Background: an optimization exercise with open tools, aiming at small area and a short achievable clock period. Do not read the settings as production practice.
In this exercise RTL edits were held to simulation tests only and were not proved equivalent to the original.
Power and IR drop assume default switching activity.

==> flow/design.v <==
module PE(
    input wire CLK,
    input wire RESET,
    input wire EN,
    input wire SELECTOR,
    input wire W_EN,
    input wire signed [7:0] active_left,
    output reg signed [7:0] active_right,
    input wire signed [15:0] in_sum,
    output reg signed [15:0] out_sum,
    input wire signed [7:0] in_weight_above,
    output wire signed [7:0] out_weight_below
    );
    reg signed [7:0] weight_1;
    reg signed [7:0] weight_2;
    wire en_n = ~EN;
    wire sel_n = ~SELECTOR;
    wire ld1 = EN & W_EN & SELECTOR;
    wire ld2 = EN & W_EN & ~SELECTOR;
    wire ld1_n = ~ld1;
    wire ld2_n = ~ld2;
    wire sel2 = EN & SELECTOR;
    wire sel1 = EN & ~SELECTOR;
    wire [7:0] w_use, ar_d, w1_d, w2_d, wb;
    wire [15:0] s_in_n;
    genvar gi;
    generate for (gi = 0; gi < 8; gi = gi + 1) begin : byte_sel
        pe_ao22 u_wu (.a1(sel2), .a2(weight_2[gi]), .b1(sel1), .b2(weight_1[gi]), .x(w_use[gi]));
        pe_ao22 u_ar (.a1(EN), .a2(active_left[gi]), .b1(en_n), .b2(active_right[gi]), .x(ar_d[gi]));
        pe_ao22 u_w1 (.a1(ld1), .a2(in_weight_above[gi]), .b1(ld1_n), .b2(weight_1[gi]), .x(w1_d[gi]));
        pe_ao22 u_w2 (.a1(ld2), .a2(in_weight_above[gi]), .b1(ld2_n), .b2(weight_2[gi]), .x(w2_d[gi]));
        pe_ao22 u_wb (.a1(SELECTOR), .a2(weight_1[gi]), .b1(sel_n), .b2(weight_2[gi]), .x(wb[gi]));
    end endgenerate
    generate for (gi = 0; gi < 16; gi = gi + 1) begin : sum_sel
        pe_mux2i u_si (.s(EN), .a1(in_sum[gi]), .a0(out_sum[gi]), .y(s_in_n[gi]));
    end endgenerate
    wire ppn_0_0 = ~(w_use[0] & active_left[0]);
    wire ppn_0_1 = ~(w_use[0] & active_left[1]);
    wire ppn_0_2 = ~(w_use[0] & active_left[2]);
    wire ppn_0_3 = ~(w_use[0] & active_left[3]);
    wire ppn_0_4 = ~(w_use[0] & active_left[4]);
    wire ppn_0_5 = ~(w_use[0] & active_left[5]);
    wire ppn_0_6 = ~(w_use[0] & active_left[6]);
    wire ppn_0_7 = w_use[0] & active_left[7];
    wire ppn_1_0 = ~(w_use[1] & active_left[0]);
    wire ppn_1_1 = ~(w_use[1] & active_left[1]);
    wire ppn_1_2 = ~(w_use[1] & active_left[2]);
    wire ppn_1_3 = ~(w_use[1] & active_left[3]);
    wire ppn_1_4 = ~(w_use[1] & active_left[4]);
    wire ppn_1_5 = ~(w_use[1] & active_left[5]);
    wire ppn_1_6 = ~(w_use[1] & active_left[6]);
    wire ppn_1_7 = w_use[1] & active_left[7];
    wire ppn_2_0 = ~(w_use[2] & active_left[0]);
    wire ppn_2_1 = ~(w_use[2] & active_left[1]);
    wire ppn_2_2 = ~(w_use[2] & active_left[2]);
    wire ppn_2_3 = ~(w_use[2] & active_left[3]);
    wire ppn_2_4 = ~(w_use[2] & active_left[4]);
    wire ppn_2_5 = ~(w_use[2] & active_left[5]);
    wire ppn_2_6 = ~(w_use[2] & active_left[6]);
    wire ppn_2_7 = w_use[2] & active_left[7];
    wire ppn_3_0 = ~(w_use[3] & active_left[0]);
    wire ppn_3_1 = ~(w_use[3] & active_left[1]);
    wire ppn_3_2 = ~(w_use[3] & active_left[2]);
    wire ppn_3_3 = ~(w_use[3] & active_left[3]);
    wire ppn_3_4 = ~(w_use[3] & active_left[4]);
    wire ppn_3_5 = ~(w_use[3] & active_left[5]);
    wire ppn_3_6 = ~(w_use[3] & active_left[6]);
    wire ppn_3_7 = w_use[3] & active_left[7];
    wire ppn_4_0 = ~(w_use[4] & active_left[0]);
    wire ppn_4_1 = ~(w_use[4] & active_left[1]);
    wire ppn_4_2 = ~(w_use[4] & active_left[2]);
    wire ppn_4_3 = ~(w_use[4] & active_left[3]);
    wire ppn_4_4 = ~(w_use[4] & active_left[4]);
    wire ppn_4_5 = ~(w_use[4] & active_left[5]);
    wire ppn_4_6 = ~(w_use[4] & active_left[6]);
    wire ppn_4_7 = w_use[4] & active_left[7];
    wire ppn_5_0 = ~(w_use[5] & active_left[0]);
    wire ppn_5_1 = ~(w_use[5] & active_left[1]);
    wire ppn_5_2 = ~(w_use[5] & active_left[2]);
    wire ppn_5_3 = ~(w_use[5] & active_left[3]);
    wire ppn_5_4 = ~(w_use[5] & active_left[4]);
    wire ppn_5_5 = ~(w_use[5] & active_left[5]);
    wire ppn_5_6 = ~(w_use[5] & active_left[6]);
    wire ppn_5_7 = w_use[5] & active_left[7];
    wire ppn_6_0 = ~(w_use[6] & active_left[0]);
    wire ppn_6_1 = ~(w_use[6] & active_left[1]);
    wire ppn_6_2 = ~(w_use[6] & active_left[2]);
    wire ppn_6_3 = ~(w_use[6] & active_left[3]);
    wire ppn_6_4 = ~(w_use[6] & active_left[4]);
    wire ppn_6_5 = ~(w_use[6] & active_left[5]);
    wire ppn_6_6 = ~(w_use[6] & active_left[6]);
    wire ppn_6_7 = w_use[6] & active_left[7];
    wire ppn_7_0 = w_use[7] & active_left[0];
    wire ppn_7_1 = w_use[7] & active_left[1];
    wire ppn_7_2 = w_use[7] & active_left[2];
    wire ppn_7_3 = w_use[7] & active_left[3];
    wire ppn_7_4 = w_use[7] & active_left[4];
    wire ppn_7_5 = w_use[7] & active_left[5];
    wire ppn_7_6 = w_use[7] & active_left[6];
    wire ppn_7_7 = ~(w_use[7] & active_left[7]);
    wire s1, c2;
    pe_xnor2 u_s1 (.a(s_in_n[5]), .b(ppn_0_5), .y(s1));
    pe_or2 u_c2 (.a(s_in_n[5]), .b(ppn_0_5), .y(c2));
    wire s3, c4;
    pe_fa u_s3 (.a(s_in_n[6]), .b(ppn_0_6), .ci(ppn_1_5), .s(s3), .co(c4));
    wire s5, c6;
    pe_xnor2 u_s5 (.a(ppn_2_4), .b(ppn_3_3), .y(s5));
    pe_or2 u_c6 (.a(ppn_2_4), .b(ppn_3_3), .y(c6));
    wire s7, c8;
    pe_fa u_s7 (.a(s_in_n[7]), .b(ppn_0_7), .ci(ppn_1_6), .s(s7), .co(c8));
    wire s9, c10;
    pe_fa u_s9 (.a(ppn_2_5), .b(ppn_3_4), .ci(ppn_4_3), .s(s9), .co(c10));
    wire s11, c12;
    pe_xnor2 u_s11 (.a(ppn_5_2), .b(ppn_6_1), .y(s11));
    pe_or2 u_c12 (.a(ppn_5_2), .b(ppn_6_1), .y(c12));
    wire s13, c14;
    pe_ha u_s13 (.a(s_in_n[8]), .b(ppn_1_7), .s(s13), .co(c14));
    wire s15, c16;
    pe_fa u_s15 (.a(ppn_2_6), .b(ppn_3_5), .ci(ppn_4_4), .s(s15), .co(c16));
    wire s17, c18;
    pe_fa u_s17 (.a(ppn_5_3), .b(ppn_6_2), .ci(ppn_7_1), .s(s17), .co(c18));
    wire s19, c20;
    pe_fa u_s19 (.a(s_in_n[9]), .b(ppn_2_7), .ci(ppn_3_6), .s(s19), .co(c20));
    wire s21, c22;
    pe_fa u_s21 (.a(ppn_4_5), .b(ppn_5_4), .ci(ppn_6_3), .s(s21), .co(c22));
    wire s23, c24;
    pe_fa u_s23 (.a(s_in_n[10]), .b(ppn_3_7), .ci(ppn_4_6), .s(s23), .co(c24));
    wire s25, c26;
    pe_xnor2 u_s25 (.a(s_in_n[3]), .b(ppn_0_3), .y(s25));
    pe_or2 u_c26 (.a(s_in_n[3]), .b(ppn_0_3), .y(c26));
    wire s27, c28;
    pe_fa u_s27 (.a(s_in_n[4]), .b(ppn_0_4), .ci(ppn_1_3), .s(s27), .co(c28));
    wire s29, c30;
    pe_xnor2 u_s29 (.a(ppn_2_2), .b(ppn_3_1), .y(s29));
    pe_or2 u_c30 (.a(ppn_2_2), .b(ppn_3_1), .y(c30));
    wire s31, c32;
    pe_fa u_s31 (.a(ppn_1_4), .b(ppn_2_3), .ci(ppn_3_2), .s(s31), .co(c32));
    wire s33, c34;
    pe_fa u_s33 (.a(ppn_4_1), .b(ppn_5_0), .ci(s1), .s(s33), .co(c34));
    wire s35, c36;
    pe_fa u_s35 (.a(ppn_4_2), .b(ppn_5_1), .ci(ppn_6_0), .s(s35), .co(c36));
    wire s37, c38;
    pe_fa u_s37 (.a(c2), .b(s5), .ci(s3), .s(s37), .co(c38));
    wire s39, c40;
    pe_fa u_s39 (.a(ppn_7_0), .b(c6), .ci(s11), .s(s39), .co(c40));
    wire s41, c42;
    pe_fa u_s41 (.a(c4), .b(s7), .ci(s9), .s(s41), .co(c42));
    wire s43, c44;
    pe_fa u_s43 (.a(c12), .b(s13), .ci(c8), .s(s43), .co(c44));
    wire s45, c46;
    pe_fa u_s45 (.a(c10), .b(s15), .ci(s17), .s(s45), .co(c46));
    wire s47, c48;
    pe_fa u_s47 (.a(ppn_7_2), .b(c14), .ci(c16), .s(s47), .co(c48));
    wire s49, c50;
    pe_fa u_s49 (.a(c18), .b(s19), .ci(s21), .s(s49), .co(c50));
    wire s51, c52;
    pe_fa u_s51 (.a(ppn_5_5), .b(ppn_6_4), .ci(ppn_7_3), .s(s51), .co(c52));
    wire s53, c54;
    pe_fa u_s53 (.a(c20), .b(c22), .ci(s23), .s(s53), .co(c54));
    wire s55, c56;
    pe_fa u_s55 (.a(s_in_n[11]), .b(ppn_4_7), .ci(ppn_5_6), .s(s55), .co(c56));
    wire s57, c58;
    pe_fa u_s57 (.a(ppn_6_5), .b(ppn_7_4), .ci(c24), .s(s57), .co(c58));
    wire s59, c60;
    pe_fa u_s59 (.a(s_in_n[12]), .b(ppn_5_7), .ci(ppn_6_6), .s(s59), .co(c60));
    wire s61, c62;
    pe_xnor2 u_s61 (.a(s_in_n[2]), .b(ppn_0_2), .y(s61));
    pe_or2 u_c62 (.a(s_in_n[2]), .b(ppn_0_2), .y(c62));
    wire s63, c64;
    pe_fa u_s63 (.a(ppn_1_2), .b(ppn_2_1), .ci(ppn_3_0), .s(s63), .co(c64));
    wire s65, c66;
    pe_fa u_s65 (.a(ppn_4_0), .b(c26), .ci(s29), .s(s65), .co(c66));
    wire s67, c68;
    pe_fa u_s67 (.a(c30), .b(c28), .ci(s31), .s(s67), .co(c68));
    wire s69, c70;
    pe_fa u_s69 (.a(c32), .b(s35), .ci(c34), .s(s69), .co(c70));
    wire s71, c72;
    pe_fa u_s71 (.a(c36), .b(s39), .ci(c38), .s(s71), .co(c72));
    wire s73, c74;
    pe_fa u_s73 (.a(c40), .b(s43), .ci(c42), .s(s73), .co(c74));
    wire s75, c76;
    pe_fa u_s75 (.a(c44), .b(s47), .ci(c46), .s(s75), .co(c76));
    wire s77, c78;
    pe_fa u_s77 (.a(s51), .b(c48), .ci(c50), .s(s77), .co(c78));
    wire s79, c80;
    pe_fa u_s79 (.a(c52), .b(s55), .ci(s57), .s(s79), .co(c80));
    wire s81, c82;
    pe_fa u_s81 (.a(ppn_7_5), .b(c56), .ci(s59), .s(s81), .co(c82));
    wire s83, c84;
    pe_fa u_s83 (.a(s_in_n[13]), .b(ppn_6_7), .ci(ppn_7_6), .s(s83), .co(c84));
    wire s85, c86;
    pe_xnor2 u_s85 (.a(s_in_n[1]), .b(ppn_0_1), .y(s85));
    pe_or2 u_c86 (.a(s_in_n[1]), .b(ppn_0_1), .y(c86));
    wire s87, c88;
    pe_fa u_s87 (.a(ppn_1_1), .b(ppn_2_0), .ci(s61), .s(s87), .co(c88));
    wire s89, c90;
    pe_fa u_s89 (.a(c62), .b(s25), .ci(s63), .s(s89), .co(c90));
    wire s91, c92;
    pe_fa u_s91 (.a(c64), .b(s27), .ci(s65), .s(s91), .co(c92));
    wire s93, c94;
    pe_fa u_s93 (.a(c66), .b(s33), .ci(s67), .s(s93), .co(c94));
    wire s95, c96;
    pe_fa u_s95 (.a(c68), .b(s37), .ci(s69), .s(s95), .co(c96));
    wire s97, c98;
    pe_fa u_s97 (.a(c70), .b(s41), .ci(s71), .s(s97), .co(c98));
    wire s99, c100;
    pe_fa u_s99 (.a(s45), .b(c72), .ci(s73), .s(s99), .co(c100));
    wire s101, c102;
    pe_fa u_s101 (.a(s49), .b(c74), .ci(s75), .s(s101), .co(c102));
    wire s103, c104;
    pe_fa u_s103 (.a(s53), .b(c76), .ci(s77), .s(s103), .co(c104));
    wire s105, c106;
    pe_fa u_s105 (.a(c54), .b(c78), .ci(s79), .s(s105), .co(c106));
    wire s107, c108;
    pe_fa u_s107 (.a(c58), .b(s81), .ci(c80), .s(s107), .co(c108));
    wire s109, c110;
    pe_fa u_s109 (.a(c60), .b(s83), .ci(c82), .s(s109), .co(c110));
    wire s111, c112;
    pe_fa u_s111 (.a(s_in_n[14]), .b(ppn_7_7), .ci(c84), .s(s111), .co(c112));
    wire [15:0] xn = {s_in_n[15], s111, s109, c106, c104, c102, c100, c98, c96, c94, c92, c90, c88, c86, ppn_1_0, s_in_n[0]};
    wire [15:0] yn = {c112, c110, c108, s107, s105, s103, s101, s99, s97, s95, s93, s91, s89, s87, s85, ppn_0_0};
    wire [15:0] sum;
    wire t113, rc114;
    pe_xnor2 u_t113 (.a(xn[0]), .b(yn[0]), .y(t113));
    pe_or2 u_rc114 (.a(xn[0]), .b(yn[0]), .y(rc114));
    assign sum[0] = ~t113;
    wire t115, rc116;
    pe_fa u_t115 (.a(xn[1]), .b(yn[1]), .ci(rc114), .s(t115), .co(rc116));
    assign sum[1] = ~t115;
    wire t117, rc118;
    pe_fa u_t117 (.a(xn[2]), .b(yn[2]), .ci(rc116), .s(t117), .co(rc118));
    assign sum[2] = ~t117;
    wire t119, rc120;
    pe_fa u_t119 (.a(xn[3]), .b(yn[3]), .ci(rc118), .s(t119), .co(rc120));
    assign sum[3] = ~t119;
    wire g4, p4;
    pe_ha u_pg4 (.a(xn[4]), .b(yn[4]), .s(p4), .co(g4));
    wire g5, p5;
    pe_ha u_pg5 (.a(xn[5]), .b(yn[5]), .s(p5), .co(g5));
    wire g6, p6;
    pe_ha u_pg6 (.a(xn[6]), .b(yn[6]), .s(p6), .co(g6));
    wire g7, p7;
    pe_ha u_pg7 (.a(xn[7]), .b(yn[7]), .s(p7), .co(g7));
    wire g8, p8;
    pe_ha u_pg8 (.a(xn[8]), .b(yn[8]), .s(p8), .co(g8));
    wire g9, p9;
    pe_ha u_pg9 (.a(xn[9]), .b(yn[9]), .s(p9), .co(g9));
    wire g10, p10;
    pe_ha u_pg10 (.a(xn[10]), .b(yn[10]), .s(p10), .co(g10));
    wire g11, p11;
    pe_ha u_pg11 (.a(xn[11]), .b(yn[11]), .s(p11), .co(g11));
    wire g12, p12;
    pe_ha u_pg12 (.a(xn[12]), .b(yn[12]), .s(p12), .co(g12));
    wire g13, p13;
    pe_ha u_pg13 (.a(xn[13]), .b(yn[13]), .s(p13), .co(g13));
    wire g14, p14;
    pe_ha u_pg14 (.a(xn[14]), .b(yn[14]), .s(p14), .co(g14));
    wire g15, p15;
    pe_ha u_pg15 (.a(xn[15]), .b(yn[15]), .s(p15), .co(g15));
    wire G121 = g4 | (p4 & rc120);
    wire G122 = g6 | (p6 & g5);
    wire P123 = p6 & p5;
    wire G124 = g8 | (p8 & g7);
    wire P125 = p8 & p7;
    wire G126 = g10 | (p10 & g9);
    wire P127 = p10 & p9;
    wire G128 = g12 | (p12 & g11);
    wire P129 = p12 & p11;
    wire G130 = g14 | (p14 & g13);
    wire P131 = p14 & p13;
    wire G132 = g5 | (p5 & G121);
    wire G133 = G122 | (P123 & G121);
    wire G134 = g9 | (p9 & G124);
    wire P135 = p9 & P125;
    wire G136 = G126 | (P127 & G124);
    wire P137 = P127 & P125;
    wire G138 = g13 | (p13 & G128);
    wire P139 = p13 & P129;
    wire G140 = G130 | (P131 & G128);
    wire P141 = P131 & P129;
    wire G142 = g7 | (p7 & G133);
    wire G143 = G124 | (P125 & G133);
    wire G144 = G134 | (P135 & G133);
    wire G145 = G136 | (P137 & G133);
    wire G146 = g15 | (p15 & G140);
    wire P147 = p15 & P141;
    wire G148 = g11 | (p11 & G145);
    wire G149 = G128 | (P129 & G145);
    wire G150 = G138 | (P139 & G145);
    wire G151 = G140 | (P141 & G145);
    wire G152 = G146 | (P147 & G145);
    pe_xnor2 u_sum4 (.a(p4), .b(rc120), .y(sum[4]));
    pe_xnor2 u_sum5 (.a(p5), .b(G121), .y(sum[5]));
    pe_xnor2 u_sum6 (.a(p6), .b(G132), .y(sum[6]));
    pe_xnor2 u_sum7 (.a(p7), .b(G133), .y(sum[7]));
    pe_xnor2 u_sum8 (.a(p8), .b(G142), .y(sum[8]));
    pe_xnor2 u_sum9 (.a(p9), .b(G143), .y(sum[9]));
    pe_xnor2 u_sum10 (.a(p10), .b(G144), .y(sum[10]));
    pe_xnor2 u_sum11 (.a(p11), .b(G145), .y(sum[11]));
    pe_xnor2 u_sum12 (.a(p12), .b(G148), .y(sum[12]));
    pe_xnor2 u_sum13 (.a(p13), .b(G149), .y(sum[13]));
    pe_xnor2 u_sum14 (.a(p14), .b(G150), .y(sum[14]));
    pe_xor2 u_sum15 (.a(p15), .b(G151), .y(sum[15]));
    always @(negedge RESET or posedge CLK) begin
        if (~RESET) begin
            out_sum <= 0;
            active_right <= 0;
            weight_1 <= 0;
            weight_2 <= 0;
        end else begin
            out_sum <= sum;
            active_right <= ar_d;
            weight_1 <= w1_d;
            weight_2 <= w2_d;
        end
    end
    assign out_weight_below = wb;
endmodule
module pe_fa(input wire a, input wire b, input wire ci, output wire s, output wire co);
    assign {co, s} = a + b + ci;
endmodule
module pe_ha(input wire a, input wire b, output wire s, output wire co);
    assign {co, s} = a + b;
endmodule
module pe_ao22(input wire a1, input wire a2, input wire b1, input wire b2, output wire x);
    assign x = (a1 & a2) | (b1 & b2);
endmodule
module pe_mux2i(input wire s, input wire a1, input wire a0, output wire y);
    assign y = ~(s ? a1 : a0);
endmodule
module pe_xnor2(input wire a, input wire b, output wire y);
    assign y = ~(a ^ b);
endmodule
module pe_xor2(input wire a, input wire b, output wire y);
    assign y = a ^ b;
endmodule
module pe_or2(input wire a, input wire b, output wire y);
    assign y = a | b;
endmodule
==> flow/flow/run.sh <==
#!/bin/bash
# Standard layout, but the port buffers are the smallest buffer cell.
set -euo pipefail
export BUFFER_PORTS_ARGS="-buffer_cell sky130_fd_sc_hd__buf_1"
bash standard.sh finish > flow_standard.log 2>&1
==> flow/standard.sh <==
#!/bin/bash
# synth_recipe.tcl (not shown) runs the flow's synth.tcl, then flattens the netlist and writes it again
# the make line also repeats each setting of config.mk as NAME=value (left out here)
make -C /OpenROAD-flow-scripts/flow DESIGN_CONFIG=/design/flow/config.mk WORK_HOME=/design/flow/orfs CLKGATE_MAP_FILE= SYNTH_SCRIPT=/design/flow/synth_recipe.tcl "${@:-finish}"
==> flow/config.mk <==
export PLATFORM = sky130hd
export DESIGN_NAME = PE
export DESIGN_NICKNAME = PE
export VERILOG_FILES = /design/flow/design.v
export SDC_FILE = /design/flow/constraint.sdc
export NUM_CORES = 4
export LEC_CHECK = 0
export CAP_MARGIN = 20
export CORE_MARGIN = 2
export CORE_UTILIZATION = 40
export GPL_TIMING_DRIVEN = 0
export SETUP_SLACK_MARGIN = 0
export SLEW_MARGIN = 20
export SYNTH_HIERARCHICAL = 1
==> flow/constraint.sdc <==
create_clock -name core_clock -period 5.5 [get_ports {CLK}]
set_input_delay 1.1000 -clock core_clock [delete_from_list [all_inputs] [get_ports {CLK}]]
set_output_delay 1.1000 -clock core_clock [all_outputs]
set_load 0.01 [all_outputs]
==> run notes <==
Post-Synthesis Cells=296; core area=0.00830 mm²; drt wl/cell=16.4 µm; Critical Path End Type=register; clock slew seen by the registers of the worst setup and hold paths=90 ps; number of H-tree levels=2; PortBufs=68; Register Area=0.00100 mm²; Area Growth Syn to Fin=19.0%; worst vdd ir=415 µV; # nets final=477; critical path arrival=5460 ps; Yosys top cell by area=fa_1; min Tclk post-route=5270 ps; fin crit share=0.957; clk_skew=8.76 ps; # hold bufs at CTS=0; Pleak=1.63 nW; post-route setup TNS=0 ps; CTS Buf Count=5; multi-input logic area=0.00245 mm²; Root Buffer=clkbuf_8; post-synth cell types=26; crit path max fanout=27; status=timing/DRC/antenna clean; die area=0.00937 mm²; RSZ-0062 raised after global routing=no; Ports=69; most frequent CP cell=fa_1; Finished Core Util=0.494; gr ovfl total=0; Overall Global Routing Usage=0.178; Max Clock Freq=190 MHz; # DRC=0; max-slew violations=0; routability congestion estimate=0.775; initial core utilization=0.415; clk sinks=40; Mean Syn Cell Area=11.6 µm²; via count=2561; antenna violations before repair=0; CP max stage delay=510 ps; Synth Warn #=7; vias in the first global route=2757; die span in y=96.8 µm; Yosys top cell area share=0.297; clock buffer depth=2; CP Launch Type=input port; post-route ant nets=0; Mapped Area=0.00344 mm²; # diodes=0; CP top delay family=adder cells; Req. time, crit path=5700 ps; Vias per Instance=5.31; Die X=96.8 µm; Final setup violation count=0; Synth Register Bits=40; Fin. Hold Viols=0; Hold WC Path Type=reg -> reg; HPWL after detailed placement=5990 µm; Syn Nets=397; first-pass GRT wire length=13400 µm; Row Count=33; initial DRC count=64; CP Buf/Inv Count=2; top post-synthesis cells by area=fa_1 (30%), dfrtp_1 (29%), a22o_1 (10%); largest net degree at the start of global routing=31; slowest CP cell=fa_1; sequential area share after synthesis=0.291; worst skew pair latency=300 ps; total wire length=7910 µm; MaxCap Viol Count=0; Pre-antenna DRT Iters=4; Setup CP Type=in -> reg; layout cells sized above 1=0.0875; Fillers=771; CTS tree=built; worst-margin pin slew=383 ps; slew margin rel.=0.744; Power Density=548 mW/mm²; worst path cell trace=buf_12, clkinvlp_4, nor2_4, a22o_2, nand2_1, fa_1, fa_1, fa_1, fa_1, ha_1, a21oi_1, o21ai_0, a22oi_1, o21ai_1, a21o_1, xor2_1
-- layout make-up --
type	instances	share of cell area
Buffer	6	0.00550
Clock buffer	5	0.0168
Clock inverter	3	0.0113
Inverter	10	0.0110
Multi-Input combinational cell	240	0.599
Sequential cell	40	0.244
Tap cell	105	0.0321
Timing Repair Buffer	73	0.0797
-- Yosys cell counts, drive strengths merged --
master and count:
nor2 2, clkbuf 6, xor2 1, nand2 53
inv 10, and2 14, a22o 40, a21o 6
a41o 1, and4 1, o21ai 3, or2 9
o22ai 1, ha 13, nand2b 1, a22oi 1
mux2i 16, fa 51, a21oi 5, nand3 3
xnor2 19, dfrtp 40
-- per-layer routing --
metal | GRT usage | part of all wire | up-vias
met5 | 0 | 0 | -
met4 | 0.0466 | 0.015 | 0
met3 | 0.0289 | 0.042 | 12
met2 | 0.298 | 0.50 | 63
met1 | 0.243 | 0.44 | 1311
li1 | - | - | 1175
-- worst reg2reg max path, delay by kind of cell, from the launching register on --
| kind | cells | cell delay, ps |
|---|---|---|
| fa+ha+maj | 5 | 2170 |
| compound gates | 6 | 1230 |
| flops | 1 | 420 |
| simple gates | 1 | 170 |
| xor+xnor | 1 | 160 |
-- final timing paths --
path / start / endpoint / slack, ps / cells after the start
max: EN / out_sum[15] / 230 / 16
min: active_right[2] / active_right[2] / 500 / 1
max reg2reg: weight_2[0] / out_sum[15] / 1240 / 13
min reg2reg: active_right[2] / active_right[2] / 500 / 1
max in group asynchronous: RESET / weight_2[2] / 4370 / 2
min in group asynchronous: RESET / out_sum[9] / 670 / 1
-- cells in the final DEF, fill, tap and decap left out --
cell	instances
buf_1	65
ha_1	12
a22o_4	6
nand2_1	53
buf_12	2
inv_6	1
a21oi_1	3
nand2b_1	1
o21ai_0	2
ha_2	1
a22o_2	2
a21oi_2	1
nor2_4	2
and2_1	14
a41o_1	1
nand3_1	3
or2_4	1
clkbuf_8	5
dfrtp_1	40
fa_1	51
bufinv_16	1
clkbuf_1	6
buf_4	4
and4_1	1
or2_1	8
mux2i_1	16
a22oi_1	1
a22o_1	32
buf_2	1
o21ai_1	1
a21oi_4	1
o22ai_2	1
clkbuf_4	1
xor2_1	1
inv_1	8
xnor2_1	19
clkinvlp_4	3
a21o_1	6
-- state kept, by name, summed over array words and instances (netlist names) --
signal        flops
out_sum          16
active_right      8
weight_1          8
weight_2          8
-- kinds of logic (layout without fill, tap and decap cells) --
logic type | Yosys count | in the layout | share of synthesized area
buf+inv | 16 | 97 | 0.0174
simple gates | 83 | 83 | 0.111
flops | 40 | 40 | 0.291
xor+xnor | 20 | 20 | 0.0509
mux | 16 | 16 | 0.0465
fa+ha+maj | 64 | 64 | 0.344
compound gates | 57 | 57 | 0.140
-- Yosys stat by module, one instance, submodules excluded --
module | copies in the design | cell area, µm²
PE | 1 | 1520
pe_fa | 51 | 20.0
pe_ha | 13 | 12.5
pe_mux2i | 16 | 10.0
pe_ao22 | 40 | 8.76
pe_xnor2 | 19 | 8.76
pe_xor2 | 1 | 8.76
pe_or2 | 8 | 6.26
-- power by group --
part	leakage, nW	switching (mW)	internal (mW)
clock	0.0548	0.120	0.137
combinational	1.09	0.789	0.740
sequential	0.484	0.0509	0.408
-- repair_timing --
action	4_1_cts	5_1_grt
setup buffers	2	2
resized for setup	10	17
pin swaps	0	3
endpoints found under the setup margin	8	5
-- metrics by stage --
step / setup WS [ps] / hold slack [ps] / power, mW / instances / area, µm²
after detailed placement: -1190 / 480 / 1.97 / 470 / 3850
after CTS: 4.32 / 507 / 2.26 / 480 / 4010
after global placement: -2120 / 480 / 1.96 / 469 / 3830
after global routing: 16.9 / 522 / 2.49 / 482 / 4100
final: 234 / 501 / 2.24 / 482 / 4100
after floorplan: 377 / 487 / 1.66 / 296 / 3440

separate check: timing with driven ports:
The flow's constraints put no driver on any port. The routed layout listed below was extracted and timed again, unchanged, in two steps. Step 1, drivers: a clkbuf_16 drives CLK and a buf_2 each remaining input, both assumed. Step 2 adds t to the input delays and takes it off the output delays; t is the mean of the earliest and latest rising clock arrival at the registers after step 1. Input paths then give back, and output paths get back, about the clock's delay inside the block. Three values: ideal, step 1, step 2; two values: the first two.
t, ns: 0.325
setup WS [ns]: 0.234 / 0.199 / -0.126
hold slack, ns: 0.501 / 0.501 / 0.501
worst setup path at the end: input to register
With both steps, setup timing fails in this run, where it was met with ideal ports. The setup slack of this run moves by -0.035 ns with the drivers and by -0.360 ns with both steps.
